From an optimization exercise on the open Yosys and OpenROAD flow, aimed at small area, a short achievable clock period and few clock cycles; shortcuts taken in it are not production practice.
Function was checked by simulation only, so behaviour that the tests miss may differ from the original.

## design/flow/design.v

```verilog
`default_nettype    none
module subterranean_round
(
    input wire [256:0] a,
    input wire [32:0] din,
    output wire [256:0] o,
    output wire [31:0] dout
);
wire [256:0] a_after_chi_iota;
wire [256:0] a_after_theta;
assign a_after_chi_iota[0]     = ~(a[0]   ^   ((~a[1])     & a[2]));
assign a_after_chi_iota[254:1] = a[254:1] ^   ((~a[255:2]) & a[256:3]);
assign a_after_chi_iota[255]   = a[255]   ^   ((~a[256])   & a[0]);
assign a_after_chi_iota[256]   = a[256]   ^   ((~a[0])     & a[1]);
assign a_after_theta[12]  = a_after_chi_iota[12]  ^ a_after_chi_iota[15]  ^ a_after_chi_iota[20]  ^ din[0];
assign a_after_theta[56]  = a_after_chi_iota[56]  ^ a_after_chi_iota[59]  ^ a_after_chi_iota[64]  ^ din[1];
assign a_after_theta[90]  = a_after_chi_iota[90]  ^ a_after_chi_iota[93]  ^ a_after_chi_iota[98]  ^ din[2];
assign a_after_theta[163] = a_after_chi_iota[163] ^ a_after_chi_iota[166] ^ a_after_chi_iota[171] ^ din[3];
assign a_after_theta[161] = a_after_chi_iota[161] ^ a_after_chi_iota[164] ^ a_after_chi_iota[169] ^ din[4];
assign a_after_theta[66]  = a_after_chi_iota[66]  ^ a_after_chi_iota[69]  ^ a_after_chi_iota[74]  ^ din[5];
assign a_after_theta[51]  = a_after_chi_iota[51]  ^ a_after_chi_iota[54]  ^ a_after_chi_iota[59]  ^ din[6];
assign a_after_theta[238] = a_after_chi_iota[238] ^ a_after_chi_iota[241] ^ a_after_chi_iota[246] ^ din[7];
assign a_after_theta[254] = a_after_chi_iota[254] ^ a_after_chi_iota[0]   ^ a_after_chi_iota[5]   ^ din[8];
assign a_after_theta[243] = a_after_chi_iota[243] ^ a_after_chi_iota[246] ^ a_after_chi_iota[251] ^ din[9];
assign a_after_theta[106] = a_after_chi_iota[106] ^ a_after_chi_iota[109] ^ a_after_chi_iota[114] ^ din[10];
assign a_after_theta[152] = a_after_chi_iota[152] ^ a_after_chi_iota[155] ^ a_after_chi_iota[160] ^ din[11];
assign a_after_theta[24]  = a_after_chi_iota[24]  ^ a_after_chi_iota[27]  ^ a_after_chi_iota[32]  ^ din[12];
assign a_after_theta[112] = a_after_chi_iota[112] ^ a_after_chi_iota[115] ^ a_after_chi_iota[120] ^ din[13];
assign a_after_theta[180] = a_after_chi_iota[180] ^ a_after_chi_iota[183] ^ a_after_chi_iota[188] ^ din[14];
assign a_after_theta[69]  = a_after_chi_iota[69]  ^ a_after_chi_iota[72]  ^ a_after_chi_iota[77]  ^ din[15];
assign a_after_theta[65]  = a_after_chi_iota[65]  ^ a_after_chi_iota[68]  ^ a_after_chi_iota[73]  ^ din[16];
assign a_after_theta[132] = a_after_chi_iota[132] ^ a_after_chi_iota[135] ^ a_after_chi_iota[140] ^ din[17];
assign a_after_theta[102] = a_after_chi_iota[102] ^ a_after_chi_iota[105] ^ a_after_chi_iota[110] ^ din[18];
assign a_after_theta[219] = a_after_chi_iota[219] ^ a_after_chi_iota[222] ^ a_after_chi_iota[227] ^ din[19];
assign a_after_theta[251] = a_after_chi_iota[251] ^ a_after_chi_iota[254] ^ a_after_chi_iota[2]   ^ din[20];
assign a_after_theta[229] = a_after_chi_iota[229] ^ a_after_chi_iota[232] ^ a_after_chi_iota[237] ^ din[21];
assign a_after_theta[212] = a_after_chi_iota[212] ^ a_after_chi_iota[215] ^ a_after_chi_iota[220] ^ din[22];
assign a_after_theta[47]  = a_after_chi_iota[47]  ^ a_after_chi_iota[50]  ^ a_after_chi_iota[55]  ^ din[23];
assign a_after_theta[48]  = a_after_chi_iota[48]  ^ a_after_chi_iota[51]  ^ a_after_chi_iota[56]  ^ din[24];
assign a_after_theta[224] = a_after_chi_iota[224] ^ a_after_chi_iota[227] ^ a_after_chi_iota[232] ^ din[25];
assign a_after_theta[103] = a_after_chi_iota[103] ^ a_after_chi_iota[106] ^ a_after_chi_iota[111] ^ din[26];
assign a_after_theta[138] = a_after_chi_iota[138] ^ a_after_chi_iota[141] ^ a_after_chi_iota[146] ^ din[27];
assign a_after_theta[130] = a_after_chi_iota[130] ^ a_after_chi_iota[133] ^ a_after_chi_iota[138] ^ din[28];
assign a_after_theta[7]   = a_after_chi_iota[7]   ^ a_after_chi_iota[10]  ^ a_after_chi_iota[15]  ^ din[29];
assign a_after_theta[204] = a_after_chi_iota[204] ^ a_after_chi_iota[207] ^ a_after_chi_iota[212] ^ din[30];
assign a_after_theta[181] = a_after_chi_iota[181] ^ a_after_chi_iota[184] ^ a_after_chi_iota[189] ^ din[31];
assign a_after_theta[245] = a_after_chi_iota[245] ^ a_after_chi_iota[248] ^ a_after_chi_iota[253] ^ din[32];
assign a_after_theta[0] = a_after_chi_iota[0] ^ a_after_chi_iota[3] ^ a_after_chi_iota[8];
assign a_after_theta[36] = a_after_chi_iota[36] ^ a_after_chi_iota[39] ^ a_after_chi_iota[44];
assign a_after_theta[60] = a_after_chi_iota[60] ^ a_after_chi_iota[63] ^ a_after_chi_iota[68];
assign a_after_theta[72] = a_after_chi_iota[72] ^ a_after_chi_iota[75] ^ a_after_chi_iota[80];
assign a_after_theta[84] = a_after_chi_iota[84] ^ a_after_chi_iota[87] ^ a_after_chi_iota[92];
assign a_after_theta[96] = a_after_chi_iota[96] ^ a_after_chi_iota[99] ^ a_after_chi_iota[104];
assign a_after_theta[108] = a_after_chi_iota[108] ^ a_after_chi_iota[111] ^ a_after_chi_iota[116];
assign a_after_theta[120] = a_after_chi_iota[120] ^ a_after_chi_iota[123] ^ a_after_chi_iota[128];
assign a_after_theta[144] = a_after_chi_iota[144] ^ a_after_chi_iota[147] ^ a_after_chi_iota[152];
assign a_after_theta[156] = a_after_chi_iota[156] ^ a_after_chi_iota[159] ^ a_after_chi_iota[164];
assign a_after_theta[168] = a_after_chi_iota[168] ^ a_after_chi_iota[171] ^ a_after_chi_iota[176];
assign a_after_theta[192] = a_after_chi_iota[192] ^ a_after_chi_iota[195] ^ a_after_chi_iota[200];
assign a_after_theta[216] = a_after_chi_iota[216] ^ a_after_chi_iota[219] ^ a_after_chi_iota[224];
assign a_after_theta[228] = a_after_chi_iota[228] ^ a_after_chi_iota[231] ^ a_after_chi_iota[236];
assign a_after_theta[240] = a_after_chi_iota[240] ^ a_after_chi_iota[243] ^ a_after_chi_iota[248];
assign a_after_theta[252] = a_after_chi_iota[252] ^ a_after_chi_iota[255] ^ a_after_chi_iota[3];
assign a_after_theta[19] = a_after_chi_iota[19] ^ a_after_chi_iota[22] ^ a_after_chi_iota[27];
assign a_after_theta[31] = a_after_chi_iota[31] ^ a_after_chi_iota[34] ^ a_after_chi_iota[39];
assign a_after_theta[43] = a_after_chi_iota[43] ^ a_after_chi_iota[46] ^ a_after_chi_iota[51];
assign a_after_theta[55] = a_after_chi_iota[55] ^ a_after_chi_iota[58] ^ a_after_chi_iota[63];
assign a_after_theta[67] = a_after_chi_iota[67] ^ a_after_chi_iota[70] ^ a_after_chi_iota[75];
assign a_after_theta[79] = a_after_chi_iota[79] ^ a_after_chi_iota[82] ^ a_after_chi_iota[87];
assign a_after_theta[91] = a_after_chi_iota[91] ^ a_after_chi_iota[94] ^ a_after_chi_iota[99];
assign a_after_theta[115] = a_after_chi_iota[115] ^ a_after_chi_iota[118] ^ a_after_chi_iota[123];
assign a_after_theta[127] = a_after_chi_iota[127] ^ a_after_chi_iota[130] ^ a_after_chi_iota[135];
assign a_after_theta[139] = a_after_chi_iota[139] ^ a_after_chi_iota[142] ^ a_after_chi_iota[147];
assign a_after_theta[151] = a_after_chi_iota[151] ^ a_after_chi_iota[154] ^ a_after_chi_iota[159];
assign a_after_theta[175] = a_after_chi_iota[175] ^ a_after_chi_iota[178] ^ a_after_chi_iota[183];
assign a_after_theta[187] = a_after_chi_iota[187] ^ a_after_chi_iota[190] ^ a_after_chi_iota[195];
assign a_after_theta[199] = a_after_chi_iota[199] ^ a_after_chi_iota[202] ^ a_after_chi_iota[207];
assign a_after_theta[211] = a_after_chi_iota[211] ^ a_after_chi_iota[214] ^ a_after_chi_iota[219];
assign a_after_theta[223] = a_after_chi_iota[223] ^ a_after_chi_iota[226] ^ a_after_chi_iota[231];
assign a_after_theta[235] = a_after_chi_iota[235] ^ a_after_chi_iota[238] ^ a_after_chi_iota[243];
assign a_after_theta[247] = a_after_chi_iota[247] ^ a_after_chi_iota[250] ^ a_after_chi_iota[255];
assign a_after_theta[2] = a_after_chi_iota[2] ^ a_after_chi_iota[5] ^ a_after_chi_iota[10];
assign a_after_theta[14] = a_after_chi_iota[14] ^ a_after_chi_iota[17] ^ a_after_chi_iota[22];
assign a_after_theta[26] = a_after_chi_iota[26] ^ a_after_chi_iota[29] ^ a_after_chi_iota[34];
assign a_after_theta[38] = a_after_chi_iota[38] ^ a_after_chi_iota[41] ^ a_after_chi_iota[46];
assign a_after_theta[50] = a_after_chi_iota[50] ^ a_after_chi_iota[53] ^ a_after_chi_iota[58];
assign a_after_theta[62] = a_after_chi_iota[62] ^ a_after_chi_iota[65] ^ a_after_chi_iota[70];
assign a_after_theta[74] = a_after_chi_iota[74] ^ a_after_chi_iota[77] ^ a_after_chi_iota[82];
assign a_after_theta[86] = a_after_chi_iota[86] ^ a_after_chi_iota[89] ^ a_after_chi_iota[94];
assign a_after_theta[98] = a_after_chi_iota[98] ^ a_after_chi_iota[101] ^ a_after_chi_iota[106];
assign a_after_theta[110] = a_after_chi_iota[110] ^ a_after_chi_iota[113] ^ a_after_chi_iota[118];
assign a_after_theta[122] = a_after_chi_iota[122] ^ a_after_chi_iota[125] ^ a_after_chi_iota[130];
assign a_after_theta[134] = a_after_chi_iota[134] ^ a_after_chi_iota[137] ^ a_after_chi_iota[142];
assign a_after_theta[146] = a_after_chi_iota[146] ^ a_after_chi_iota[149] ^ a_after_chi_iota[154];
assign a_after_theta[158] = a_after_chi_iota[158] ^ a_after_chi_iota[161] ^ a_after_chi_iota[166];
assign a_after_theta[170] = a_after_chi_iota[170] ^ a_after_chi_iota[173] ^ a_after_chi_iota[178];
assign a_after_theta[182] = a_after_chi_iota[182] ^ a_after_chi_iota[185] ^ a_after_chi_iota[190];
assign a_after_theta[194] = a_after_chi_iota[194] ^ a_after_chi_iota[197] ^ a_after_chi_iota[202];
assign a_after_theta[206] = a_after_chi_iota[206] ^ a_after_chi_iota[209] ^ a_after_chi_iota[214];
assign a_after_theta[218] = a_after_chi_iota[218] ^ a_after_chi_iota[221] ^ a_after_chi_iota[226];
assign a_after_theta[230] = a_after_chi_iota[230] ^ a_after_chi_iota[233] ^ a_after_chi_iota[238];
assign a_after_theta[242] = a_after_chi_iota[242] ^ a_after_chi_iota[245] ^ a_after_chi_iota[250];
assign a_after_theta[9] = a_after_chi_iota[9] ^ a_after_chi_iota[12] ^ a_after_chi_iota[17];
assign a_after_theta[21] = a_after_chi_iota[21] ^ a_after_chi_iota[24] ^ a_after_chi_iota[29];
assign a_after_theta[33] = a_after_chi_iota[33] ^ a_after_chi_iota[36] ^ a_after_chi_iota[41];
assign a_after_theta[45] = a_after_chi_iota[45] ^ a_after_chi_iota[48] ^ a_after_chi_iota[53];
assign a_after_theta[57] = a_after_chi_iota[57] ^ a_after_chi_iota[60] ^ a_after_chi_iota[65];
assign a_after_theta[81] = a_after_chi_iota[81] ^ a_after_chi_iota[84] ^ a_after_chi_iota[89];
assign a_after_theta[93] = a_after_chi_iota[93] ^ a_after_chi_iota[96] ^ a_after_chi_iota[101];
assign a_after_theta[105] = a_after_chi_iota[105] ^ a_after_chi_iota[108] ^ a_after_chi_iota[113];
assign a_after_theta[117] = a_after_chi_iota[117] ^ a_after_chi_iota[120] ^ a_after_chi_iota[125];
assign a_after_theta[129] = a_after_chi_iota[129] ^ a_after_chi_iota[132] ^ a_after_chi_iota[137];
assign a_after_theta[141] = a_after_chi_iota[141] ^ a_after_chi_iota[144] ^ a_after_chi_iota[149];
assign a_after_theta[153] = a_after_chi_iota[153] ^ a_after_chi_iota[156] ^ a_after_chi_iota[161];
assign a_after_theta[165] = a_after_chi_iota[165] ^ a_after_chi_iota[168] ^ a_after_chi_iota[173];
assign a_after_theta[177] = a_after_chi_iota[177] ^ a_after_chi_iota[180] ^ a_after_chi_iota[185];
assign a_after_theta[189] = a_after_chi_iota[189] ^ a_after_chi_iota[192] ^ a_after_chi_iota[197];
assign a_after_theta[201] = a_after_chi_iota[201] ^ a_after_chi_iota[204] ^ a_after_chi_iota[209];
assign a_after_theta[213] = a_after_chi_iota[213] ^ a_after_chi_iota[216] ^ a_after_chi_iota[221];
assign a_after_theta[225] = a_after_chi_iota[225] ^ a_after_chi_iota[228] ^ a_after_chi_iota[233];
assign a_after_theta[237] = a_after_chi_iota[237] ^ a_after_chi_iota[240] ^ a_after_chi_iota[245];
assign a_after_theta[249] = a_after_chi_iota[249] ^ a_after_chi_iota[252] ^ a_after_chi_iota[0];
assign a_after_theta[4] = a_after_chi_iota[4] ^ a_after_chi_iota[7] ^ a_after_chi_iota[12];
assign a_after_theta[16] = a_after_chi_iota[16] ^ a_after_chi_iota[19] ^ a_after_chi_iota[24];
assign a_after_theta[28] = a_after_chi_iota[28] ^ a_after_chi_iota[31] ^ a_after_chi_iota[36];
assign a_after_theta[40] = a_after_chi_iota[40] ^ a_after_chi_iota[43] ^ a_after_chi_iota[48];
assign a_after_theta[52] = a_after_chi_iota[52] ^ a_after_chi_iota[55] ^ a_after_chi_iota[60];
assign a_after_theta[64] = a_after_chi_iota[64] ^ a_after_chi_iota[67] ^ a_after_chi_iota[72];
assign a_after_theta[76] = a_after_chi_iota[76] ^ a_after_chi_iota[79] ^ a_after_chi_iota[84];
assign a_after_theta[88] = a_after_chi_iota[88] ^ a_after_chi_iota[91] ^ a_after_chi_iota[96];
assign a_after_theta[100] = a_after_chi_iota[100] ^ a_after_chi_iota[103] ^ a_after_chi_iota[108];
assign a_after_theta[124] = a_after_chi_iota[124] ^ a_after_chi_iota[127] ^ a_after_chi_iota[132];
assign a_after_theta[136] = a_after_chi_iota[136] ^ a_after_chi_iota[139] ^ a_after_chi_iota[144];
assign a_after_theta[148] = a_after_chi_iota[148] ^ a_after_chi_iota[151] ^ a_after_chi_iota[156];
assign a_after_theta[160] = a_after_chi_iota[160] ^ a_after_chi_iota[163] ^ a_after_chi_iota[168];
assign a_after_theta[172] = a_after_chi_iota[172] ^ a_after_chi_iota[175] ^ a_after_chi_iota[180];
assign a_after_theta[184] = a_after_chi_iota[184] ^ a_after_chi_iota[187] ^ a_after_chi_iota[192];
assign a_after_theta[196] = a_after_chi_iota[196] ^ a_after_chi_iota[199] ^ a_after_chi_iota[204];
assign a_after_theta[208] = a_after_chi_iota[208] ^ a_after_chi_iota[211] ^ a_after_chi_iota[216];
assign a_after_theta[220] = a_after_chi_iota[220] ^ a_after_chi_iota[223] ^ a_after_chi_iota[228];
assign a_after_theta[232] = a_after_chi_iota[232] ^ a_after_chi_iota[235] ^ a_after_chi_iota[240];
assign a_after_theta[244] = a_after_chi_iota[244] ^ a_after_chi_iota[247] ^ a_after_chi_iota[252];
assign a_after_theta[256] = a_after_chi_iota[256] ^ a_after_chi_iota[2] ^ a_after_chi_iota[7];
assign a_after_theta[11] = a_after_chi_iota[11] ^ a_after_chi_iota[14] ^ a_after_chi_iota[19];
assign a_after_theta[23] = a_after_chi_iota[23] ^ a_after_chi_iota[26] ^ a_after_chi_iota[31];
assign a_after_theta[35] = a_after_chi_iota[35] ^ a_after_chi_iota[38] ^ a_after_chi_iota[43];
assign a_after_theta[59] = a_after_chi_iota[59] ^ a_after_chi_iota[62] ^ a_after_chi_iota[67];
assign a_after_theta[71] = a_after_chi_iota[71] ^ a_after_chi_iota[74] ^ a_after_chi_iota[79];
assign a_after_theta[83] = a_after_chi_iota[83] ^ a_after_chi_iota[86] ^ a_after_chi_iota[91];
assign a_after_theta[95] = a_after_chi_iota[95] ^ a_after_chi_iota[98] ^ a_after_chi_iota[103];
assign a_after_theta[107] = a_after_chi_iota[107] ^ a_after_chi_iota[110] ^ a_after_chi_iota[115];
assign a_after_theta[119] = a_after_chi_iota[119] ^ a_after_chi_iota[122] ^ a_after_chi_iota[127];
assign a_after_theta[131] = a_after_chi_iota[131] ^ a_after_chi_iota[134] ^ a_after_chi_iota[139];
assign a_after_theta[143] = a_after_chi_iota[143] ^ a_after_chi_iota[146] ^ a_after_chi_iota[151];
assign a_after_theta[155] = a_after_chi_iota[155] ^ a_after_chi_iota[158] ^ a_after_chi_iota[163];
assign a_after_theta[167] = a_after_chi_iota[167] ^ a_after_chi_iota[170] ^ a_after_chi_iota[175];
assign a_after_theta[179] = a_after_chi_iota[179] ^ a_after_chi_iota[182] ^ a_after_chi_iota[187];
assign a_after_theta[191] = a_after_chi_iota[191] ^ a_after_chi_iota[194] ^ a_after_chi_iota[199];
assign a_after_theta[203] = a_after_chi_iota[203] ^ a_after_chi_iota[206] ^ a_after_chi_iota[211];
assign a_after_theta[215] = a_after_chi_iota[215] ^ a_after_chi_iota[218] ^ a_after_chi_iota[223];
assign a_after_theta[227] = a_after_chi_iota[227] ^ a_after_chi_iota[230] ^ a_after_chi_iota[235];
assign a_after_theta[239] = a_after_chi_iota[239] ^ a_after_chi_iota[242] ^ a_after_chi_iota[247];
assign a_after_theta[6] = a_after_chi_iota[6] ^ a_after_chi_iota[9] ^ a_after_chi_iota[14];
assign a_after_theta[18] = a_after_chi_iota[18] ^ a_after_chi_iota[21] ^ a_after_chi_iota[26];
assign a_after_theta[30] = a_after_chi_iota[30] ^ a_after_chi_iota[33] ^ a_after_chi_iota[38];
assign a_after_theta[42] = a_after_chi_iota[42] ^ a_after_chi_iota[45] ^ a_after_chi_iota[50];
assign a_after_theta[54] = a_after_chi_iota[54] ^ a_after_chi_iota[57] ^ a_after_chi_iota[62];
assign a_after_theta[78] = a_after_chi_iota[78] ^ a_after_chi_iota[81] ^ a_after_chi_iota[86];
assign a_after_theta[114] = a_after_chi_iota[114] ^ a_after_chi_iota[117] ^ a_after_chi_iota[122];
assign a_after_theta[126] = a_after_chi_iota[126] ^ a_after_chi_iota[129] ^ a_after_chi_iota[134];
assign a_after_theta[150] = a_after_chi_iota[150] ^ a_after_chi_iota[153] ^ a_after_chi_iota[158];
assign a_after_theta[162] = a_after_chi_iota[162] ^ a_after_chi_iota[165] ^ a_after_chi_iota[170];
assign a_after_theta[174] = a_after_chi_iota[174] ^ a_after_chi_iota[177] ^ a_after_chi_iota[182];
assign a_after_theta[186] = a_after_chi_iota[186] ^ a_after_chi_iota[189] ^ a_after_chi_iota[194];
assign a_after_theta[198] = a_after_chi_iota[198] ^ a_after_chi_iota[201] ^ a_after_chi_iota[206];
assign a_after_theta[210] = a_after_chi_iota[210] ^ a_after_chi_iota[213] ^ a_after_chi_iota[218];
assign a_after_theta[222] = a_after_chi_iota[222] ^ a_after_chi_iota[225] ^ a_after_chi_iota[230];
assign a_after_theta[234] = a_after_chi_iota[234] ^ a_after_chi_iota[237] ^ a_after_chi_iota[242];
assign a_after_theta[246] = a_after_chi_iota[246] ^ a_after_chi_iota[249] ^ a_after_chi_iota[254];
assign a_after_theta[1] = a_after_chi_iota[1] ^ a_after_chi_iota[4] ^ a_after_chi_iota[9];
assign a_after_theta[13] = a_after_chi_iota[13] ^ a_after_chi_iota[16] ^ a_after_chi_iota[21];
assign a_after_theta[25] = a_after_chi_iota[25] ^ a_after_chi_iota[28] ^ a_after_chi_iota[33];
assign a_after_theta[37] = a_after_chi_iota[37] ^ a_after_chi_iota[40] ^ a_after_chi_iota[45];
assign a_after_theta[49] = a_after_chi_iota[49] ^ a_after_chi_iota[52] ^ a_after_chi_iota[57];
assign a_after_theta[61] = a_after_chi_iota[61] ^ a_after_chi_iota[64] ^ a_after_chi_iota[69];
assign a_after_theta[73] = a_after_chi_iota[73] ^ a_after_chi_iota[76] ^ a_after_chi_iota[81];
assign a_after_theta[85] = a_after_chi_iota[85] ^ a_after_chi_iota[88] ^ a_after_chi_iota[93];
assign a_after_theta[97] = a_after_chi_iota[97] ^ a_after_chi_iota[100] ^ a_after_chi_iota[105];
assign a_after_theta[109] = a_after_chi_iota[109] ^ a_after_chi_iota[112] ^ a_after_chi_iota[117];
assign a_after_theta[121] = a_after_chi_iota[121] ^ a_after_chi_iota[124] ^ a_after_chi_iota[129];
assign a_after_theta[133] = a_after_chi_iota[133] ^ a_after_chi_iota[136] ^ a_after_chi_iota[141];
assign a_after_theta[145] = a_after_chi_iota[145] ^ a_after_chi_iota[148] ^ a_after_chi_iota[153];
assign a_after_theta[157] = a_after_chi_iota[157] ^ a_after_chi_iota[160] ^ a_after_chi_iota[165];
assign a_after_theta[169] = a_after_chi_iota[169] ^ a_after_chi_iota[172] ^ a_after_chi_iota[177];
assign a_after_theta[193] = a_after_chi_iota[193] ^ a_after_chi_iota[196] ^ a_after_chi_iota[201];
assign a_after_theta[205] = a_after_chi_iota[205] ^ a_after_chi_iota[208] ^ a_after_chi_iota[213];
assign a_after_theta[217] = a_after_chi_iota[217] ^ a_after_chi_iota[220] ^ a_after_chi_iota[225];
assign a_after_theta[241] = a_after_chi_iota[241] ^ a_after_chi_iota[244] ^ a_after_chi_iota[249];
assign a_after_theta[253] = a_after_chi_iota[253] ^ a_after_chi_iota[256] ^ a_after_chi_iota[4];
assign a_after_theta[8] = a_after_chi_iota[8] ^ a_after_chi_iota[11] ^ a_after_chi_iota[16];
assign a_after_theta[20] = a_after_chi_iota[20] ^ a_after_chi_iota[23] ^ a_after_chi_iota[28];
assign a_after_theta[32] = a_after_chi_iota[32] ^ a_after_chi_iota[35] ^ a_after_chi_iota[40];
assign a_after_theta[44] = a_after_chi_iota[44] ^ a_after_chi_iota[47] ^ a_after_chi_iota[52];
assign a_after_theta[68] = a_after_chi_iota[68] ^ a_after_chi_iota[71] ^ a_after_chi_iota[76];
assign a_after_theta[80] = a_after_chi_iota[80] ^ a_after_chi_iota[83] ^ a_after_chi_iota[88];
assign a_after_theta[92] = a_after_chi_iota[92] ^ a_after_chi_iota[95] ^ a_after_chi_iota[100];
assign a_after_theta[104] = a_after_chi_iota[104] ^ a_after_chi_iota[107] ^ a_after_chi_iota[112];
assign a_after_theta[116] = a_after_chi_iota[116] ^ a_after_chi_iota[119] ^ a_after_chi_iota[124];
assign a_after_theta[128] = a_after_chi_iota[128] ^ a_after_chi_iota[131] ^ a_after_chi_iota[136];
assign a_after_theta[140] = a_after_chi_iota[140] ^ a_after_chi_iota[143] ^ a_after_chi_iota[148];
assign a_after_theta[164] = a_after_chi_iota[164] ^ a_after_chi_iota[167] ^ a_after_chi_iota[172];
assign a_after_theta[176] = a_after_chi_iota[176] ^ a_after_chi_iota[179] ^ a_after_chi_iota[184];
assign a_after_theta[188] = a_after_chi_iota[188] ^ a_after_chi_iota[191] ^ a_after_chi_iota[196];
assign a_after_theta[200] = a_after_chi_iota[200] ^ a_after_chi_iota[203] ^ a_after_chi_iota[208];
assign a_after_theta[236] = a_after_chi_iota[236] ^ a_after_chi_iota[239] ^ a_after_chi_iota[244];
assign a_after_theta[248] = a_after_chi_iota[248] ^ a_after_chi_iota[251] ^ a_after_chi_iota[256];
assign a_after_theta[3] = a_after_chi_iota[3] ^ a_after_chi_iota[6] ^ a_after_chi_iota[11];
assign a_after_theta[15] = a_after_chi_iota[15] ^ a_after_chi_iota[18] ^ a_after_chi_iota[23];
assign a_after_theta[27] = a_after_chi_iota[27] ^ a_after_chi_iota[30] ^ a_after_chi_iota[35];
assign a_after_theta[39] = a_after_chi_iota[39] ^ a_after_chi_iota[42] ^ a_after_chi_iota[47];
assign a_after_theta[63] = a_after_chi_iota[63] ^ a_after_chi_iota[66] ^ a_after_chi_iota[71];
assign a_after_theta[75] = a_after_chi_iota[75] ^ a_after_chi_iota[78] ^ a_after_chi_iota[83];
assign a_after_theta[87] = a_after_chi_iota[87] ^ a_after_chi_iota[90] ^ a_after_chi_iota[95];
assign a_after_theta[99] = a_after_chi_iota[99] ^ a_after_chi_iota[102] ^ a_after_chi_iota[107];
assign a_after_theta[111] = a_after_chi_iota[111] ^ a_after_chi_iota[114] ^ a_after_chi_iota[119];
assign a_after_theta[123] = a_after_chi_iota[123] ^ a_after_chi_iota[126] ^ a_after_chi_iota[131];
assign a_after_theta[135] = a_after_chi_iota[135] ^ a_after_chi_iota[138] ^ a_after_chi_iota[143];
assign a_after_theta[147] = a_after_chi_iota[147] ^ a_after_chi_iota[150] ^ a_after_chi_iota[155];
assign a_after_theta[159] = a_after_chi_iota[159] ^ a_after_chi_iota[162] ^ a_after_chi_iota[167];
assign a_after_theta[171] = a_after_chi_iota[171] ^ a_after_chi_iota[174] ^ a_after_chi_iota[179];
assign a_after_theta[183] = a_after_chi_iota[183] ^ a_after_chi_iota[186] ^ a_after_chi_iota[191];
assign a_after_theta[195] = a_after_chi_iota[195] ^ a_after_chi_iota[198] ^ a_after_chi_iota[203];
assign a_after_theta[207] = a_after_chi_iota[207] ^ a_after_chi_iota[210] ^ a_after_chi_iota[215];
assign a_after_theta[231] = a_after_chi_iota[231] ^ a_after_chi_iota[234] ^ a_after_chi_iota[239];
assign a_after_theta[255] = a_after_chi_iota[255] ^ a_after_chi_iota[1] ^ a_after_chi_iota[6];
assign a_after_theta[10] = a_after_chi_iota[10] ^ a_after_chi_iota[13] ^ a_after_chi_iota[18];
assign a_after_theta[22] = a_after_chi_iota[22] ^ a_after_chi_iota[25] ^ a_after_chi_iota[30];
assign a_after_theta[34] = a_after_chi_iota[34] ^ a_after_chi_iota[37] ^ a_after_chi_iota[42];
assign a_after_theta[46] = a_after_chi_iota[46] ^ a_after_chi_iota[49] ^ a_after_chi_iota[54];
assign a_after_theta[58] = a_after_chi_iota[58] ^ a_after_chi_iota[61] ^ a_after_chi_iota[66];
assign a_after_theta[70] = a_after_chi_iota[70] ^ a_after_chi_iota[73] ^ a_after_chi_iota[78];
assign a_after_theta[82] = a_after_chi_iota[82] ^ a_after_chi_iota[85] ^ a_after_chi_iota[90];
assign a_after_theta[94] = a_after_chi_iota[94] ^ a_after_chi_iota[97] ^ a_after_chi_iota[102];
assign a_after_theta[118] = a_after_chi_iota[118] ^ a_after_chi_iota[121] ^ a_after_chi_iota[126];
assign a_after_theta[142] = a_after_chi_iota[142] ^ a_after_chi_iota[145] ^ a_after_chi_iota[150];
assign a_after_theta[154] = a_after_chi_iota[154] ^ a_after_chi_iota[157] ^ a_after_chi_iota[162];
assign a_after_theta[166] = a_after_chi_iota[166] ^ a_after_chi_iota[169] ^ a_after_chi_iota[174];
assign a_after_theta[178] = a_after_chi_iota[178] ^ a_after_chi_iota[181] ^ a_after_chi_iota[186];
assign a_after_theta[190] = a_after_chi_iota[190] ^ a_after_chi_iota[193] ^ a_after_chi_iota[198];
assign a_after_theta[202] = a_after_chi_iota[202] ^ a_after_chi_iota[205] ^ a_after_chi_iota[210];
assign a_after_theta[214] = a_after_chi_iota[214] ^ a_after_chi_iota[217] ^ a_after_chi_iota[222];
assign a_after_theta[226] = a_after_chi_iota[226] ^ a_after_chi_iota[229] ^ a_after_chi_iota[234];
assign a_after_theta[250] = a_after_chi_iota[250] ^ a_after_chi_iota[253] ^ a_after_chi_iota[1];
assign a_after_theta[5] = a_after_chi_iota[5] ^ a_after_chi_iota[8] ^ a_after_chi_iota[13];
assign a_after_theta[17] = a_after_chi_iota[17] ^ a_after_chi_iota[20] ^ a_after_chi_iota[25];
assign a_after_theta[29] = a_after_chi_iota[29] ^ a_after_chi_iota[32] ^ a_after_chi_iota[37];
assign a_after_theta[41] = a_after_chi_iota[41] ^ a_after_chi_iota[44] ^ a_after_chi_iota[49];
assign a_after_theta[53] = a_after_chi_iota[53] ^ a_after_chi_iota[56] ^ a_after_chi_iota[61];
assign a_after_theta[77] = a_after_chi_iota[77] ^ a_after_chi_iota[80] ^ a_after_chi_iota[85];
assign a_after_theta[89] = a_after_chi_iota[89] ^ a_after_chi_iota[92] ^ a_after_chi_iota[97];
assign a_after_theta[101] = a_after_chi_iota[101] ^ a_after_chi_iota[104] ^ a_after_chi_iota[109];
assign a_after_theta[113] = a_after_chi_iota[113] ^ a_after_chi_iota[116] ^ a_after_chi_iota[121];
assign a_after_theta[125] = a_after_chi_iota[125] ^ a_after_chi_iota[128] ^ a_after_chi_iota[133];
assign a_after_theta[137] = a_after_chi_iota[137] ^ a_after_chi_iota[140] ^ a_after_chi_iota[145];
assign a_after_theta[149] = a_after_chi_iota[149] ^ a_after_chi_iota[152] ^ a_after_chi_iota[157];
assign a_after_theta[173] = a_after_chi_iota[173] ^ a_after_chi_iota[176] ^ a_after_chi_iota[181];
assign a_after_theta[185] = a_after_chi_iota[185] ^ a_after_chi_iota[188] ^ a_after_chi_iota[193];
assign a_after_theta[197] = a_after_chi_iota[197] ^ a_after_chi_iota[200] ^ a_after_chi_iota[205];
assign a_after_theta[209] = a_after_chi_iota[209] ^ a_after_chi_iota[212] ^ a_after_chi_iota[217];
assign a_after_theta[221] = a_after_chi_iota[221] ^ a_after_chi_iota[224] ^ a_after_chi_iota[229];
assign a_after_theta[233] = a_after_chi_iota[233] ^ a_after_chi_iota[236] ^ a_after_chi_iota[241];
generate
    genvar gen_j;
    for (gen_j = 0; gen_j < 257; gen_j = gen_j + 1) begin: pi_step
        assign o[gen_j] = a_after_theta[(12*gen_j) % 257];
    end
endgenerate
assign dout[0]  = a[1]   ^ a[256];
assign dout[1]  = a[176] ^ a[81];
assign dout[2]  = a[136] ^ a[121];
assign dout[3]  = a[35]  ^ a[222];
assign dout[4]  = a[249] ^ a[8];
assign dout[5]  = a[134] ^ a[123];
assign dout[6]  = a[197] ^ a[60];
assign dout[7]  = a[234] ^ a[23];
assign dout[8]  = a[64]  ^ a[193];
assign dout[9]  = a[213] ^ a[44];
assign dout[10] = a[223] ^ a[34];
assign dout[11] = a[184] ^ a[73];
assign dout[12] = a[2]   ^ a[255];
assign dout[13] = a[95]  ^ a[162];
assign dout[14] = a[15]  ^ a[242];
assign dout[15] = a[70]  ^ a[187];
assign dout[16] = a[241] ^ a[16];
assign dout[17] = a[11]  ^ a[246];
assign dout[18] = a[137] ^ a[120];
assign dout[19] = a[211] ^ a[46];
assign dout[20] = a[128] ^ a[129];
assign dout[21] = a[169] ^ a[88];
assign dout[22] = a[189] ^ a[68];
assign dout[23] = a[111] ^ a[146];
assign dout[24] = a[4]   ^ a[253];
assign dout[25] = a[190] ^ a[67];
assign dout[26] = a[30]  ^ a[227];
assign dout[27] = a[140] ^ a[117];
assign dout[28] = a[225] ^ a[32];
assign dout[29] = a[22]  ^ a[235];
assign dout[30] = a[17]  ^ a[240];
assign dout[31] = a[165] ^ a[92];
endmodule
`default_nettype    none
module subterranean_lwc
#(parameter ASYNC_RSTN = 0,
parameter G_PWIDTH = 32,
parameter G_SWIDTH = 32,
parameter G_SEGMENT_SIZE_BITS = 16,
parameter G_HASH_SIZE_WORDS = 8,
parameter G_TAG_SIZE_WORDS = 4
)
(
    input wire clk,
    input wire rst,
    input wire [(G_PWIDTH-1):0] pdi_data,
    input wire pdi_valid,
    output wire pdi_ready,
    input wire [(G_SWIDTH-1):0] sdi_data,
    input wire sdi_valid,
    output wire sdi_ready,
    output wire [(G_PWIDTH-1):0] do_data,
    output wire do_valid,
    input wire do_ready,
    output wire do_last
);
localparam P_IDLE = 4'd0,  P_NHDR = 4'd1,  P_NDAT = 4'd2,  P_AHDR = 4'd3,
           P_ADAT = 4'd4,  P_PHDR = 4'd5,  P_PDAT = 4'd6,  P_TAG  = 4'd7,
           P_THDR = 4'd8,  P_TDAT = 4'd9,  P_SQ   = 4'd10, P_STAT = 4'd11,
           P_HHDR = 4'd12, P_HDAT = 4'd13, P_INST = 4'd14;
function [31:0] bswap(input [31:0] x);
    bswap = {x[7:0], x[15:8], x[23:16], x[31:24]};
endfunction
reg [14:0] ph;          
reg [256:0] st;
reg [4:0] nr;           
reg nz;                 
reg [3:0] cnt;          
reg [15:0] len;         
reg lastw;              
reg [2:0] wsize;        
reg eot;
reg dec;
reg fail;
reg [1:0] bidx;         
reg hlast;              
reg [3:0] bsel;         
reg [3:0] bsel_n;
reg [3:0] mb;           
reg [3:0] mp;           
reg ms;                 
reg dsel;               
reg kw;                 
reg [4:0] padv;         
reg [1:0] sph;          
reg [1:0] kcnt;
reg kact;               
reg hfirst;             
reg spend;              
reg pv, pc;             
reg [32:0] o0, o1;
reg v0, v1;
reg prdy, srdy;         
reg m_key;              
reg m_word;             
reg m_hash;             
reg m_sq;               
reg m_t;                
reg dfull;              
reg [14:0] ph_n;
reg [4:0] nr_n;
reg [3:0] cnt_n;
reg [15:0] len_n;
reg lastw_n;
reg [2:0] wsize_n;
reg eot_n, dec_n, fail_n, kact_n, hfirst_n, nz_n, hlast_n, spend_n;
reg [1:0] bidx_n, sph_n, kcnt_n;
reg push;
reg [32:0] pw;
wire ptake = pdi_valid & prdy;
wire stake = sdi_valid & srdy;
wire qpush = (pdi_valid & pv) | pc;
wire [4:0] nr_dec = nz ? 5'd0 : (nr - 5'd1);
wire wr_ok = ~v1;
wire pop = v0 & do_ready;
wire [31:0] z;
wire [31:0] y;
wire hdr_le4 = (pdi_data[15:3] == 13'd0) && ((pdi_data[2] == 1'b0) || (pdi_data[1:0] == 2'b00));
wire [2:0] hdr_ws = hdr_le4 ? pdi_data[2:0] : 3'd4;
wire len_le8 = (len[15:4] == 12'd0) && ((len[3] == 1'b0) || (len[2:0] == 3'b000));
wire [2:0] len_ws = len_le8 ? (len[2:0] ^ 3'b100) : 3'd4;
always @(*) begin
    ph_n = ph;
    nr_n = nr_dec;
    nz_n = (nr[4:1] == 4'd0);
    hlast_n = hlast;
    cnt_n = cnt;
    len_n = len;
    lastw_n = lastw;
    wsize_n = wsize;
    eot_n = eot;
    dec_n = dec;
    fail_n = fail;
    kact_n = kact;
    hfirst_n = hfirst;
    spend_n = spend;
    bidx_n = bidx;
    bsel_n = bsel;
    sph_n = sph;
    kcnt_n = kcnt;
    push = 1'b0;
    pw = 33'd0;
    if (stake) begin
        case (sph)
            2'd0 : sph_n = 2'd1;
            2'd1 : begin sph_n = 2'd2; kcnt_n = 2'd0; end
            default : begin
                kcnt_n = kcnt + 2'd1;
                if (kcnt == 2'd3) begin
                    sph_n = 2'd0;
                    kact_n = 1'b0;
                    nr_n = 5'd1;
                    nz_n = 1'b0;
                end
            end
        endcase
    end
        if (ph[P_IDLE] & ptake) begin
            hfirst_n = 1'b1;
            case (pdi_data[31:28])
                4'h7 : begin
                    kact_n = 1'b1;
                    begin ph_n[P_IDLE] = 1'b0; ph_n[P_INST] = 1'b1; end
                end
                4'h8 : begin ph_n[P_IDLE] = 1'b0; ph_n[P_HHDR] = 1'b1; end
                default : ;
            endcase
        end
        if (ph[P_INST] & ptake) begin
            dec_n = pdi_data[28];
            begin ph_n[P_INST] = 1'b0; ph_n[P_NHDR] = 1'b1; end
        end
        if (ph[P_NHDR] & ptake) begin
            cnt_n = 4'd4;
            begin ph_n[P_NHDR] = 1'b0; ph_n[P_NDAT] = 1'b1; end
        end
        if (ph[P_NDAT] & ptake) begin
            cnt_n = cnt - 4'd1;
            if (cnt == 4'd1) begin
                nr_n = 5'd9;
                nz_n = 1'b0;
                begin ph_n[P_NDAT] = 1'b0; ph_n[P_AHDR] = 1'b1; end
            end
        end
        if (ph[P_AHDR] & ptake) begin
            len_n = pdi_data[15:0];
            lastw_n = hdr_le4;
            wsize_n = hdr_ws;
            eot_n = pdi_data[25];
            if (pdi_data[15:0] == 16'd0) begin
                nr_n = nz ? 5'd1 : nr;
                nz_n = 1'b0;
                begin ph_n[P_AHDR] = 1'b0; ph_n[P_PHDR] = 1'b1; end
            end else
                begin ph_n[P_AHDR] = 1'b0; ph_n[P_ADAT] = 1'b1; end
        end
        if (ph[P_ADAT] & ptake) begin
            len_n = len - 16'd4;
                lastw_n = len_le8;
                wsize_n = len_ws;
            if (lastw) begin
                if (eot) begin
                    if (wsize == 3'd4) begin nr_n = 5'd1; nz_n = 1'b0; end
                    begin ph_n[P_ADAT] = 1'b0; ph_n[P_PHDR] = 1'b1; end
                end else
                    begin ph_n[P_ADAT] = 1'b0; ph_n[P_AHDR] = 1'b1; end
            end
        end
        if (ph[P_PHDR] & ptake) begin
            push = 1'b1;
            pw = {1'b0, dec ? 4'h4 : 4'h5, 2'b00, pdi_data[25], dec & pdi_data[25], 8'h00, pdi_data[15:0]};
            len_n = pdi_data[15:0];
            lastw_n = hdr_le4;
            wsize_n = hdr_ws;
            eot_n = pdi_data[25];
            if (pdi_data[15:0] == 16'd0) begin
                nr_n = nz ? 5'd9 : (nr + 5'd8);
                nz_n = 1'b0;
                ph_n[P_PHDR] = 1'b0;
                if (dec) ph_n[P_THDR] = 1'b1; else ph_n[P_TAG] = 1'b1;
            end else
                begin ph_n[P_PHDR] = 1'b0; ph_n[P_PDAT] = 1'b1; end
        end
        if (ph[P_PDAT] & ptake) begin
            push = 1'b1;
            pw = {lastw & eot, bswap(y)};
            len_n = len - 16'd4;
                lastw_n = len_le8;
                wsize_n = len_ws;
            if (lastw) begin
                if (eot) begin
                    nr_n = (wsize == 3'd4) ? 5'd9 : 5'd8;
                    nz_n = 1'b0;
                    ph_n[P_PDAT] = 1'b0;
                    if (dec) ph_n[P_THDR] = 1'b1; else ph_n[P_TAG] = 1'b1;
                end else
                    begin ph_n[P_PDAT] = 1'b0; ph_n[P_PHDR] = 1'b1; end
            end
        end
        if (ph[P_TAG] & wr_ok) begin
            push = 1'b1;
            pw = {1'b0, 32'h83000010};
            cnt_n = 4'd4;
            begin ph_n[P_TAG] = 1'b0; ph_n[P_SQ] = 1'b1; end
        end
        if (ph[P_THDR] & ptake) begin
            cnt_n = 4'd4;
            begin ph_n[P_THDR] = 1'b0; ph_n[P_TDAT] = 1'b1; end
        end
        if (ph[P_TDAT] & ptake) begin
            if ((bswap(pdi_data) != z) && (cnt != 4'd1)) fail_n = 1'b1;
            cnt_n = cnt - 4'd1;
            if (cnt == 4'd1) begin ph_n[P_TDAT] = 1'b0; ph_n[P_IDLE] = 1'b1; spend_n = 1'b1; end
        end
        if (ph[P_SQ] & m_sq) begin
            push = 1'b1;
            pw = {cnt == 4'd1, bswap(z)};
            cnt_n = cnt - 4'd1;
            if (cnt == 4'd1) begin ph_n[P_SQ] = 1'b0; ph_n[P_IDLE] = 1'b1; spend_n = 1'b1; end
        end
        if (spend & wr_ok) begin
            pw = {1'b1, fail ? 4'hF : 4'hE, 28'd0};
            spend_n = 1'b0;
            fail_n = 1'b0;
        end
        if (ph[P_HHDR] & ptake) begin
            hfirst_n = 1'b0;
            if (hfirst) begin
                push = 1'b1;
                pw = {1'b0, 4'h9, 4'h3, 8'h00, 16'd32};
            end
            len_n = pdi_data[15:0];
            lastw_n = hdr_le4;
            wsize_n = hdr_ws;
            eot_n = pdi_data[25];
            bidx_n = 2'd0;
            bsel_n = 4'b0001;
            hlast_n = (pdi_data[15:0] == 16'd1);
            if (pdi_data[15:0] == 16'd0) begin
                nr_n = nz ? 5'd10 : (nr + 5'd9);
                nz_n = 1'b0;
                cnt_n = 4'd8;
                begin ph_n[P_HHDR] = 1'b0; ph_n[P_SQ] = 1'b1; end
            end else
                begin ph_n[P_HHDR] = 1'b0; ph_n[P_HDAT] = 1'b1; end
        end
        if (ph[P_HDAT] & pdi_valid & m_hash) begin
            nr_n = 5'd1;
            nz_n = 1'b0;
            bidx_n = bidx + 2'd1;
            bsel_n = {bsel[2:0], bsel[3]};
            hlast_n = ((bidx + 3'd2) == wsize);
            if (ptake) begin
                bidx_n = 2'd0;
                bsel_n = 4'b0001;
                hlast_n = (len == 16'd5);
                len_n = len - 16'd4;
                lastw_n = len_le8;
                wsize_n = len_ws;
                if (lastw) begin
                    if (eot) begin
                        nr_n = 5'd11;
                        nz_n = 1'b0;
                        cnt_n = 4'd8;
                        begin ph_n[P_HDAT] = 1'b0; ph_n[P_SQ] = 1'b1; end
                    end else
                        begin ph_n[P_HDAT] = 1'b0; ph_n[P_HHDR] = 1'b1; end
                end
            end
        end
end
reg v0_n, v1_n;
always @(*) begin
    v0_n = v0;
    v1_n = v1;
    if (v1) begin
        if (pop) v1_n = 1'b0;
    end else if (qpush) begin
        if (v0 & ~pop) v1_n = 1'b1;
        else v0_n = 1'b1;
    end else if (pop) begin
        v0_n = 1'b0;
    end
end
wire wr_ok_n = ~v1_n;
reg prdy_n, m_word_n, m_hash_n, m_sq_n;
always @(*) begin
    prdy_n = 1'b0;
    m_word_n = 1'b0;
    m_hash_n = 1'b0;
    m_sq_n = 1'b0;
    prdy_n = ph_n[P_IDLE] | ph_n[P_INST] | ph_n[P_NHDR] | ph_n[P_AHDR] | ph_n[P_THDR]
           | ((ph_n[P_HHDR] | ph_n[P_PHDR]) & wr_ok_n & ~spend_n)
           | (ph_n[P_NDAT] & ~kact_n & nz_n)
           | ((ph_n[P_ADAT] | ph_n[P_TDAT]) & nz_n)
           | (ph_n[P_PDAT] & nz_n & wr_ok_n)
           | (ph_n[P_HDAT] & nz_n & hlast_n);
    m_word_n = ((ph_n[P_NDAT] & ~kact_n) | ph_n[P_ADAT] | (ph_n[P_PDAT] & wr_ok_n)) & nz_n;
    m_hash_n = ph_n[P_HDAT] & nz_n;
    m_sq_n = ph_n[P_SQ] & nz_n & wr_ok_n;
end
wire srdy_n = (sph_n != 2'd2) | (kact_n & nz_n);
wire pv_n = prdy_n & (ph_n[P_PHDR] | ph_n[P_PDAT] | (ph_n[P_HHDR] & hfirst_n));
wire pc_n = m_sq_n | ((ph_n[P_TAG] | spend_n) & wr_ok_n);
wire m_key_n = (sph_n == 2'd2) & kact_n & nz_n;
wire m_t_n = ph_n[P_TDAT] & nz_n;
wire dfull_n = m_key_n | ph_n[P_NDAT] | ph_n[P_TDAT];
wire [2:0] dsize_n = dfull_n ? 3'd4 : wsize_n;
wire [3:0] mb_n = {dsize_n == 3'd4, dsize_n >= 3'd3, dsize_n >= 3'd2, dsize_n >= 3'd1};
wire [3:0] mp_n = m_key_n ? 4'b0000 : mb_n;
reg [4:0] padv_n;
always @(*) begin
    if (m_key_n | m_word_n) begin
        case (dsize_n)
            3'd0 : padv_n = 5'b00001;
            3'd1 : padv_n = 5'b00010;
            3'd2 : padv_n = 5'b00100;
            3'd3 : padv_n = 5'b01000;
            default : padv_n = 5'b10000;
        endcase
    end else if (m_hash_n)
        padv_n = 5'b00010;
    else
        padv_n = 5'b00001;
end
always @(posedge clk) begin
    if (rst) begin
        ph <= 15'd1 << P_IDLE;
        nr <= 5'd0;
        nz <= 1'b1;
        sph <= 2'd0;
        kact <= 1'b0;
        spend <= 1'b0;
        fail <= 1'b0;
        v0 <= 1'b0;
        v1 <= 1'b0;
        prdy <= 1'b0;
        srdy <= 1'b0;
        m_key <= 1'b0;
        m_word <= 1'b0;
        m_hash <= 1'b0;
        m_sq <= 1'b0;
        pv <= 1'b0;
        pc <= 1'b0;
        m_t <= 1'b0;
        dfull <= 1'b0;
    end else begin
        ph <= ph_n;
        nr <= nr_n;
        nz <= nz_n;
        sph <= sph_n;
        kact <= kact_n;
        spend <= spend_n;
        fail <= fail_n;
        v0 <= v0_n;
        v1 <= v1_n;
        prdy <= prdy_n;
        srdy <= srdy_n;
        m_key <= m_key_n;
        m_word <= m_word_n;
        m_hash <= m_hash_n;
        m_sq <= m_sq_n;
        pv <= pv_n;
        pc <= pc_n;
        m_t <= m_t_n;
        dfull <= dfull_n;
    end
end
always @(posedge clk) begin
    cnt <= cnt_n;
    len <= len_n;
    lastw <= lastw_n;
    wsize <= wsize_n;
    eot <= eot_n;
    dec <= dec_n;
    bidx <= bidx_n;
    bsel <= bsel_n;
    mb <= mb_n;
    mp <= mp_n;
    ms <= m_key_n;
    dsel <= dec_n & ph_n[P_PDAT];
    kw <= m_key_n | m_word_n;
    padv <= padv_n;
    hlast <= hlast_n;
    kcnt <= kcnt_n;
    hfirst <= hfirst_n;
end
always @(posedge clk) begin
    if (v1) begin
        if (pop) o0 <= o1;
    end else if (qpush) begin
        if (v0 & ~pop) o1 <= pw;
        else o0 <= pw;
    end
end
wire [256:0] st_next;
reg [32:0] din;
wire [31:0] mask = {{8{mb[3]}}, {8{mb[2]}}, {8{mb[1]}}, {8{mb[0]}}};
wire [31:0] x = (bswap(pdi_data) & {{8{mp[3]}}, {8{mp[2]}}, {8{mp[1]}}, {8{mp[0]}}})
              | (bswap(sdi_data) & {32{ms}});
assign y = (z ^ x) & mask;
wire [7:0] hbyte = (pdi_data[31:24] & {8{bsel[0]}}) | (pdi_data[23:16] & {8{bsel[1]}})
                 | (pdi_data[15:8] & {8{bsel[2]}}) | (pdi_data[7:0] & {8{bsel[3]}});
always @(*) begin
    din[31:0] = ((dsel ? y : x) & {32{kw}}) | {24'd0, hbyte & {8{m_hash}}};
    din[32] = padv[4];
    din[0] = din[0] | padv[0];
    din[8] = din[8] | padv[1];
    din[16] = din[16] | padv[2];
    din[24] = din[24] | padv[3];
end
subterranean_round round (
    .a(st),
    .din(din),
    .o(st_next),
    .dout(z)
);
wire do_round = ~nz | (sdi_valid & m_key) | (pdi_valid & (m_word | m_hash | m_t)) | m_sq;
wire init = ptake & ph[P_IDLE];
always @(posedge clk) begin
    if (init)
        st <= 257'd0;
    else if (do_round)
        st <= st_next;
end
assign pdi_ready = prdy;
assign sdi_ready = srdy;
assign do_data = o0[31:0];
assign do_last = o0[32];
assign do_valid = v0;
endmodule
```

## design/flow/flow/run.sh

```bash
#!/bin/bash
# The standard layout, except that the port buffers are plain buffers
# (buffer_ports otherwise picks a delay cell, clkdlybuf4s50_1, for them).
set -euo pipefail
export BUFFER_PORTS_ARGS="-buffer_cell sky130_fd_sc_hd__buf_4"
bash standard.sh finish > make_finish.log 2>&1
```

## design/flow/standard.sh

```bash
#!/bin/bash
# synth_recipe.tcl (not shown) runs the flow's synth.tcl, then flattens the netlist and writes it again
# the make line also repeats each setting of config.mk as NAME=value (left out here)
make -C /OpenROAD-flow-scripts/flow DESIGN_CONFIG=/design/flow/config.mk WORK_HOME=/design/flow/orfs CLKGATE_MAP_FILE= SYNTH_SCRIPT=/design/flow/synth_recipe.tcl "${@:-finish}"
```

## design/flow/config.mk

```make
export PLATFORM = sky130hd
export DESIGN_NAME = subterranean_lwc
export DESIGN_NICKNAME = subterranean_lwc
export VERILOG_FILES = /design/flow/design.v
export SDC_FILE = /design/flow/constraint.sdc
export NUM_CORES = 4
export LEC_CHECK = 0
export ABC_CLOCK_PERIOD_IN_PS = 2500
export CAP_MARGIN = 20
export CORE_MARGIN = 2
export CORE_UTILIZATION = 40
export CTS_CLUSTER_DIAMETER = 100
export CTS_CLUSTER_SIZE = 24
export SETUP_SLACK_MARGIN = 2.4
export SLEW_MARGIN = 20
export TNS_END_PERCENT = 5
```

## design/flow/constraint.sdc

```tcl
create_clock -name core_clock -period 5.0 [get_ports {clk}]
set_input_delay 1.0000 -clock core_clock [delete_from_list [all_inputs] [get_ports {clk}]]
set_output_delay 1.0000 -clock core_clock [all_outputs]
set_load 0.01 [all_outputs]
```

==> results.tsv, run 1 <==
metric	value	unit
io_pins	105	
cp_data_required_time	5.52	ns
worstPathMaxFanout	16	
status	finished clean	
min_period	2.77	ns
hold_class	reg -> reg	
setup-tns-final	0	ns
relSlewSlack	0.253	
die-area	69900	sq um
antenna_found_initial	0	
ant_nets	0	
multiInputGateArea	17600	sq um
finalSetupViolCount	0	
dpl.hpwl	72300	microns
nets	3215	
cts_made_buffers	23	
num_vias	22600	
grt_pass1_wl	137000	microns
crit_arrival	3.29	ns
wl_met3	7160	microns
finalCritPeriodShare	0.554	
rsz0062_at_grt	true	
firstDrtPassIters	6	
synthCells	3139	
hold_viol_final	0	
row_count	95	
synthFlopType	dfxtp_1	
grt-ovfl-total	0	
syn_area_per_cell	8.64	sq um
skew	0.0359	ns
end_kind	flip-flop	
gr-usage-all-layers	0.258	
final.fill_count	6694	
final_cell_mix	829 x xnor2_1, 359 x nor2_1, 327 x dfxtp_1	
cts_tree	built	
clk_path_buf_depth	3	
ys_warn_count	1	
start_util	0.404	
mostFrequentLayoutCell	xnor2_1	
die_h	264	microns
drive_above_1_share	0.0755	
wl_per_cell	23.0	microns
diodes	0	
gp_congestion	0.943	
regArea	9010	sq um
utilization	0.440	
drv_cap	0	
totalWireLength	92600	microns
vias_per_cell	5.62	
postCtsHoldBufs	0	
fmax	361	MHz
route.detailed.drc	0	
max_slew.worst_pin.slew	1.09	ns
h-tree-depth	1	
drt_iter0_drc	2881	
ys_async_sr_fraction	0	
route.met2.wl	39700	microns
cts.sinks	411	
worstSetupPathType	reg -> reg	
ys_seq_area_frac	0.332	
worstSkewPairLatency	0.60	ns
area_growth	9.11	%
clkTransAtPathRegs	0.10	ns
wl_met1	41800	microns
drv_slew	0	
io_buffers	104	
critPathLaunchType	flip-flop	
netlist_area	27100	sq um
cts-root-buf	clkbuf_16	
dieWidth	264	microns
core	67200	sq um
synth_edf_count	77	
grt_pass1_vias	20800	
grt_max_degree	177	
top_layer	met4	
synth_fp_nets	3217	
ys_seq_elements	411	
synth.distinct_cells	73	
## sequential cells by signal (all words and copies together) (netlist names), 2 cells and up
| signal | count |
|---|---|
| sph | 2 |
| ph | 14 |
| nr | 5 |
| bidx | 2 |
| mb | 4 |
| o1 | 33 |
| wsize | 3 |
| mp | 4 |
| o0 | 33 |
| st | 257 |
| padv | 5 |
| len | 16 |
| cnt | 4 |
| bsel | 4 |
| kcnt | 2 |
## metal layers
layer / GRT usage / vias up
li1: - / 10800
met1: 0.370 / 10700
met2: 0.397 / 956
met3: 0.0343 / 170
met4: 0.0903 / 0
met5: 0 / -
## worst paths after layout
kind                      start                  to  slack, ns  cells after the start
max                  ms$_DFF_P_  st[1]$_SDFFE_PP0P_       2.23                      6
min          st[0]$_SDFFE_PP0P_  st[0]$_SDFFE_PP0P_       0.50                      2
max reg2reg          ms$_DFF_P_  st[1]$_SDFFE_PP0P_       2.23                      6
min reg2reg  st[0]$_SDFFE_PP0P_  st[0]$_SDFFE_PP0P_       0.50                      2
## synth_stat cells, types with 4 or more instances
cell / instances / area (sq um)
xnor2_1: 829 / 7260
nor2_1: 362 / 1360
dfxtp_1: 334 / 6690
nor2b_1: 277 / 1730
a211oi_1: 232 / 1740
clkbuf_1: 134 / 503
nand2_1: 132 / 495
a21oi_1: 101 / 505
o21ai_0: 92 / 460
edfxtp_1: 77 / 2310
a22oi_1: 70 / 526
xor2_1: 68 / 596
nand3_1: 58 / 290
nor3_1: 32 / 160
o31ai_1: 32 / 240
o22ai_1: 29 / 181
buf_1: 24 / 90.1
o21a_1: 20 / 150
a31oi_1: 17 / 106
inv_1: 15 / 56.3
nand4_1: 13 / 81.3
a22o_1: 12 / 105
nand2b_1: 12 / 75.1
and2_1: 11 / 68.8
and3_1: 11 / 68.8
mux2_2: 11 / 124
a221oi_1: 9 / 78.8
buf_2: 9 / 45.0
ha_1: 9 / 113
or2_2: 9 / 56.3
nor4_1: 8 / 50.1
o211ai_1: 7 / 52.6
a21boi_0: 5 / 37.5
and4b_1: 5 / 50.1
a32oi_1: 4 / 35.0
nor3b_1: 4 / 30.0
o221ai_1: 4 / 35.0
or3_1: 4 / 25.0
## area by class of cell
cell class                      instances  area share
Clock buffer                           31      0.0212
Tap cell                              873      0.0369
Clock inverter                          8     0.00368
Sequential cell                       411       0.305
Inverter                               16     0.00203
Multi-Input combinational cell       2543       0.594
Timing Repair Buffer                  142      0.0375
## timing repair
item / in CTS / in global routing
endpoints found under the setup margin: 261 / 236
hold endpoints to repair: 0 / 0
buffers inserted: 3 / 9
resized for setup: 6 / 36
pin swaps: 1 / 9
## cell families after synthesis
kind of cell / count (synthesis) / share of synthesized area
simple gates: 962 / 0.176
xor+xnor: 897 / 0.290
compound gates: 661 / 0.166
flops: 411 / 0.332
buf+inv: 185 / 0.0262
mux: 14 / 0.00568
fa+ha+maj: 9 / 0.00415
## per-stage QoR
step,std cells,hold slack [ns],cell area (sq um),setup WS [ns]
after floorplan,3139,0.455,27200,2.10
after CTS,4015,0.503,29400,2.23
final,4024,0.502,29600,2.23
after detailed placement,3973,0.487,28600,1.53
after global placement,3973,0.472,28600,1.53
after global routing,4024,0.519,29600,2.16
## critical path: stages, from the launching register on
cell and delay, ns:
dfxtp_1 0.81, a22oi_1 0.32, nand3_1 0.15, o21ai_0 0.08, a2111oi_0 0.99, xnor2_1 0.18
a21oi_1 0.17
Testbench counts, summed over its fixed seeds: cycles 13,309.
==> inputs of run 2 (changes only) <==
==> design/flow/config.mk (replaced) <==
export PLATFORM = sky130hd
export DESIGN_NAME = subterranean_lwc
export DESIGN_NICKNAME = subterranean_lwc
export VERILOG_FILES = /design/flow/design.v
export SDC_FILE = /design/flow/constraint.sdc
export NUM_CORES = 4
export LEC_CHECK = 0
export ABC_CLOCK_PERIOD_IN_PS = 2000
export CAP_MARGIN = 20
export CORE_MARGIN = 2
export CORE_UTILIZATION = 40
export CTS_CLUSTER_DIAMETER = 100
export CTS_CLUSTER_SIZE = 24
export SETUP_SLACK_MARGIN = 2.8
export SLEW_MARGIN = 20
export TNS_END_PERCENT = 5
==> run 2 against run 1 <==
Effect of this change: still clean on timing, DRC and antenna; global-route usage rose by 0.077 points.
==> results.tsv, run 2 <==
metric	value	unit
clkTransAtPathRegs	0.10	ns
ant_nets	0	
ys_warn_count	1	
final.fill_count	6668	
cp_data_required_time	5.46	ns
area_growth	10.5	%
grt_max_degree	177	
crit_arrival	3.01	ns
largest_reg_flops	257	
end_kind	flip-flop	
grt-ovfl-total	0	
yosysTopAreaCellShare	0.268	
wl_per_cell	23.0	microns
setup-tns-final	0	ns
regMostFlops	st	
gr-usage-all-layers	0.259	
critPathLaunchType	flip-flop	
ys_top_cells_by_count	829 x xnor2_1, 362 x nor2_1, 334 x dfxtp_1, 277 x nor2b_1, 232 x a211oi_1	
clk_path_buf_depth	3	
mostFrequentLayoutCell	xnor2_1	
num_vias	22700	
cts-root-buf	clkbuf_16	
start_util	0.404	
max_slew.worst_pin.slew	0.969	ns
finalSetupViolCount	0	
synth.distinct_cells	73	
synth.area.top_cells	xnor2_1 27%, dfxtp_1 25%, edfxtp_1 8.5%, a211oi_1 6.4%, nor2b_1 6.4%	
min_period	2.55	ns
synth.most_common_cell	xnor2_1	
ys_seq_area_frac	0.332	
dieWidth	264	microns
postCtsHoldBufs	0	
rsz0062_at_grt	true	
relSlewSlack	0.349	
grt_pass1_wl	138000	microns
row_count	95	
io_pins	105	
synth_edf_count	77	
yosysTopAreaCell	xnor2_1	
drt_iter0_drc	2756	
layout.cells.non_filler	4038	
final_cell_mix	829 x xnor2_1, 356 x nor2_1, 323 x dfxtp_1	
finalCritPeriodShare	0.509	
vias_per_cell	5.62	
io_buffers	104	
die-area	69900	sq um
hold_class	reg -> reg	
regArea	9020	sq um
dpl.hpwl	72300	microns
reg.largest.list	st (257), o0 (33), o1 (33)	
antenna_found_initial	2	
firstDrtPassIters	6	
fmax	393	MHz
grt_pass1_vias	21000	
netlist_area	27100	sq um
ys_seq_elements	411	
skew	0.0390	ns
dp_cells	3973	
drive_above_1_share	0.0875	
diodes	0	
die_h	264	microns
utilization	0.446	
cts_made_buffers	23	
core	67200	sq um
synthCells	3139	
worstSkewPairLatency	0.61	ns
h-tree-depth	1	
multiInputGateArea	17700	sq um
synthFlopType	dfxtp_1	
cts_tree	built	
nets	3229	
drv_cap	0	
gp_congestion	0.943	
totalWireLength	93000	microns
route.detailed.drc	0	
worstSetupPathType	reg -> reg	
syn_area_per_cell	8.64	sq um
cts.sinks	411	
status	finished clean	
synth_fp_nets	3217	
worstPathMaxFanout	5	
drv_slew	0	
hold_viol_final	0	
ys_async_sr_fraction	0	
[run 2: final timing paths]
check,start,end,slack [ns],cells past startpoint
setup / recovery,st[240]$_SDFFE_PP0P_,fail$_SDFFE_PP0P_,2.45,7
hold / removal,st[0]$_SDFFE_PP0P_,st[0]$_SDFFE_PP0P_,0.50,2
setup reg to reg,st[240]$_SDFFE_PP0P_,fail$_SDFFE_PP0P_,2.45,7
hold reg to reg,st[0]$_SDFFE_PP0P_,st[0]$_SDFFE_PP0P_,0.50,2
[run 2: kinds of logic after synthesis]
kind of cell / Yosys count / synth area share
flip-flops: 411 / 0.332
AO/OA/AOI/OAI: 661 / 0.166
buffers and inverters: 185 / 0.0262
AND/OR/NAND/NOR: 962 / 0.176
adder cells (fa/ha/maj): 9 / 0.00415
multiplexers: 14 / 0.00568
XOR/XNOR: 897 / 0.290
[run 2: layout make-up]
type	instances	area share
Multi-Input combinational cell	2543	0.592
Sequential cell	411	0.301
Timing Repair Buffer	156	0.0442
Tap cell	873	0.0365
Clock buffer	31	0.0209
Clock inverter	8	0.00363
Inverter	16	0.00213
[run 2: critical path, cell delays in order (launching register included)]
cell and delay (ns):
dfxtp_1 0.47, xor2_1 0.66, xnor2_1 0.19, nand4_1 0.15
nor4_1 0.63, a211oi_1 0.15, nor2_1 0.12, nor3_1 0.05
[run 2: repair_timing]
action | CTS | global route
setup endpoints to repair | 359 | 316
pin swaps | 10 | 14
buffers inserted | 12 | 14
gates resized for setup | 49 | 51
[run 2: metrics by stage]
step	worst slack (ns)	hold WS (ns)	area, sq um
floorplan	2.10	0.455	27200
global placement	1.53	0.472	28600
detailed placement	1.53	0.487	28600
CTS	2.51	0.503	29600
global route	2.42	0.524	30000
finish	2.45	0.504	30000
[run 2: routing by layer]
metal,routed length [microns],vias up,track usage
li1,-,10800,-
met1,41800,10800,0.370
met2,40100,963,0.399
met3,7370,166,0.0361
met4,3720,2,0.0915
met5,9,-,0

-- static timing again, ports no longer ideal --
In the flow no input, the clock included, has a driving cell. The finished layouts below were timed again as built, in two steps. Step 1 assumes that a clkbuf_16 drives the clock port and a buf_2 every other input. Step 2 also shifts input and output timing later by t, the mid clock arrival at the registers, as if the neighbouring blocks saw the same clock. Slacks: ideal / step 1 / step 2; pairs: ideal / step 1.
| run | t (ns) | slack for setup (ns) | hold WS [ns] |
|---|---|---|---|
| run 1 | 0.639 | 2.229 / 2.229 / 1.729 | 0.502 / 0.502 / 0.502 |
| run 2 | 0.645 | 2.453 / 2.453 / 1.882 | 0.504 / 0.504 / 0.504 |
After both steps every run listed still meets setup and hold. For run 2, which loses most, drivers alone change the setup slack by 0.000 ns; drivers and shift together by -0.571 ns.
